What follows belongs to an exercise in optimizing a design on an open flow for small area, a short achievable clock period and few clock cycles; a production flow would make more cautious choices. The RTL was checked by simulation tests, not by an equivalence proof against the original design. No activity file was given, so power comes from the tool's default toggle rates.

==> v19: inputs <==
==> flow/design.v (excerpt) <==
module RISC_V(
    input clk,
    input reset,
    output [31:0] imem_addr,
    input [31:0] imem_data,
    output [31:0] dmem_addr,
    output [31:0] dmem_wdata,
    output dmem_we,
    input [31:0] dmem_rdata
    );
clock: 10.0 ns
lec_check: 0
cap_margin: 20
core_margin: 2
core_utilization: 45
place_density: 0.6
slew_margin: 20
standard.sh (not shown) runs the stock make flow with config.mk's settings and CLKGATE_MAP_FILE= SYNTH_SCRIPT=/design/flow/synth_recipe.tcl, a recipe that flattens the netlist after the stock synthesis.
==> flow/flow/run.sh <==
#!/bin/bash
# Layout flow: the standard ORFS flow (standard.sh) with these changes,
# made through a config file that includes the standard flow's config.mk:
#  * the full-adder, half-adder and majority cells are kept out of synthesis
#    and repair, so Yosys does not extract the RTL's parallel-prefix adders
#    into ripple chains of fa/ha cells and ABC does not rebuild carry chains
#    out of maj3 cells (the synthesis script and its register mapping are
#    unchanged);
#  * the delay cells (clkdlybuf4s*, dlygate*, dlymetal*) are kept out, so the
#    port buffers and repair use ordinary buffers;
#  * MATCH_CELL_FOOTPRINT=0, so repair may resize a cell to any drive
#    strength, not only to cells of the same width;
#  * timing repair aims at SETUP_SLACK_MARGIN ns (flow/margin.txt) of slack
#    against the design's clock, so repair_timing keeps working below the
#    10 ns period.
# Each tool's output is in flow.log (make) and the ORFS logs under orfs/logs.
set -euo pipefail
HERE=$(pwd)
MARGIN=$(cat flow/margin.txt)
cat > config_own.mk <<EOF2
include $HERE/config.mk
export DONT_USE_CELLS += sky130_fd_sc_hd__fa_1 sky130_fd_sc_hd__fa_2 sky130_fd_sc_hd__fa_4 sky130_fd_sc_hd__ha_1 sky130_fd_sc_hd__ha_2 sky130_fd_sc_hd__ha_4 sky130_fd_sc_hd__maj3_1 sky130_fd_sc_hd__maj3_2 sky130_fd_sc_hd__maj3_4
export DONT_USE_CELLS += sky130_fd_sc_hd__clkdlybuf4s15_1 sky130_fd_sc_hd__clkdlybuf4s15_2 sky130_fd_sc_hd__clkdlybuf4s18_1 sky130_fd_sc_hd__clkdlybuf4s18_2 sky130_fd_sc_hd__clkdlybuf4s25_1 sky130_fd_sc_hd__clkdlybuf4s25_2 sky130_fd_sc_hd__clkdlybuf4s50_1 sky130_fd_sc_hd__clkdlybuf4s50_2 sky130_fd_sc_hd__dlygate4sd1_1 sky130_fd_sc_hd__dlygate4sd2_1 sky130_fd_sc_hd__dlygate4sd3_1 sky130_fd_sc_hd__dlymetal6s2s_1 sky130_fd_sc_hd__dlymetal6s4s_1 sky130_fd_sc_hd__dlymetal6s6s_1
export SETUP_SLACK_MARGIN = $MARGIN
EOF2
sed "s#DESIGN_CONFIG=[^ ]*#DESIGN_CONFIG=$HERE/config_own.mk#" standard.sh > standard_own.sh
bash standard_own.sh MATCH_CELL_FOOTPRINT=0 finish > flow.log 2>&1
==> flow/flow/margin.txt <==
6.8
==> v25 (differences from v19) <==
CTS_CLUSTER_DIAMETER = 80   (was unset)
CTS_CLUSTER_SIZE = 24   (was unset)
==> comparison <==
Between v25 and v19, the lower global-route usage is in v19 (gap 0.27 points). Against v25, the via count of v19 is larger by 0.67%. Of v25 and v19, v19 has the higher wire length (gap about 0.8%, measured against v19). Sequential power is about the same in v19 and v25.
Testbench counts of v19, summed over its fixed seeds: cycles 21,701.
Testbench counts of v25, summed over its fixed seeds: cycles 21,701.


==> job 4301: inputs <==
Another version of the RTL of RISC_V (not shown whole).
==> flow/config.mk <==
export PLATFORM = sky130hd
export DESIGN_NAME = RISC_V
export DESIGN_NICKNAME = RISC_V
export VERILOG_FILES = /design/flow/design.v
export SDC_FILE = /design/flow/constraint.sdc
export NUM_CORES = 4
export LEC_CHECK = 0
export CAP_MARGIN = 20
export CORE_MARGIN = 2
export CORE_UTILIZATION = 45
export PLACE_DENSITY = 0.6
export SLEW_MARGIN = 20
==> flow/constraint.sdc <==
create_clock -name core_clock -period 10.0 [get_ports {clk}]
set_input_delay 2.0000 -clock core_clock [delete_from_list [all_inputs] [get_ports {clk}]]
set_output_delay 2.0000 -clock core_clock [all_outputs]
set_load 0.01 [all_outputs]
Scripts as last shown in full above: flow/flow/run.sh, flow/flow/margin.txt
==> job 1910 (differences from job 4301) <==
- CTS_CLUSTER_DIAMETER: unset -> 80
- CTS_CLUSTER_SIZE: unset -> 24
==> comparison table <==
quantity	job 4301	job 1910
Status	no timing/DRC/antenna violations	no timing/DRC/antenna violations
Number of global-route vias before repair	48800	48100
Post-DR wirelength/cell	43.0 um	43.7 um
Delay of the slowest cell on the worst path	0.51 ns	0.54 ns
Number of non-filler instances in the completed layout	7014	6915
Design area	73200 sq um	71600 sq um
Detailed-routed wire length on met3	54300 um	55000 um
Footprint of the multi-input gates	23800 sq um	24000 sq um
WL met2	120000 um	120000 um
Buffers, non-clock	616	638
Number of diodes	19	18
Tcrit/Tclk final	34.3%	34.9%
Destination of the worst register-to-register timing path	e_a[3]	rf[10][20]
Cells resized by post-CTS repair	773	707
Core Util, Final	54.9%	53.7%
Tightest slew margin relative to the limit	11.3%	12.4%
Non-clock buffering overhead	6.57%	6.69%
Pre-Repair DR Iteration Count	14	17
Internal portion of total power	9100 uW	7930 uW
Switching fraction of total power	23.2%	24.2%
Req. time, crit path	10.66 ns	10.62 ns
Clock network area share	5.91%	3.62%
Worst hold slack	0.316 ns	0.328 ns
Nets	5179	5141
Testbench counts of job 4301, summed over its fixed seeds: cycles 21,701.
Testbench counts of job 1910, summed over its fixed seeds: cycles 21,701.

[port drivers added, routing unchanged]
The results above use ideal ports. As a check the final layouts listed here were re-extracted and re-timed, cells and wires unchanged. Step 1: set_driving_cell puts a clkbuf_16 on clk and a buf_2 on each other input, an assumption about the parent block. Step 2 also shifts input and output timing later by t, the mid clock arrival at the registers, as if the neighbouring blocks saw the same clock. Slacks: no drivers / after step 1 / after step 2; pairs: no drivers / after step 1.
run | t, ns | slack for setup (ns) | worst setup path after step 2
v19 | 0.889 | 6.418 / 6.418 / 5.677 | input to register
v25 | 0.816 | 6.342 / 6.342 / 5.683 | input to register
job 4301 | 0.870 | 6.569 / 6.494 / 5.787 | input to register
job 1910 | 0.800 | 6.513 / 6.553 / 5.755 | input to register
After both steps setup and hold are still met in every run listed. The setup slack of job 4301, which loses most, moves by -0.075 ns with the drivers and by -0.782 ns with both steps.
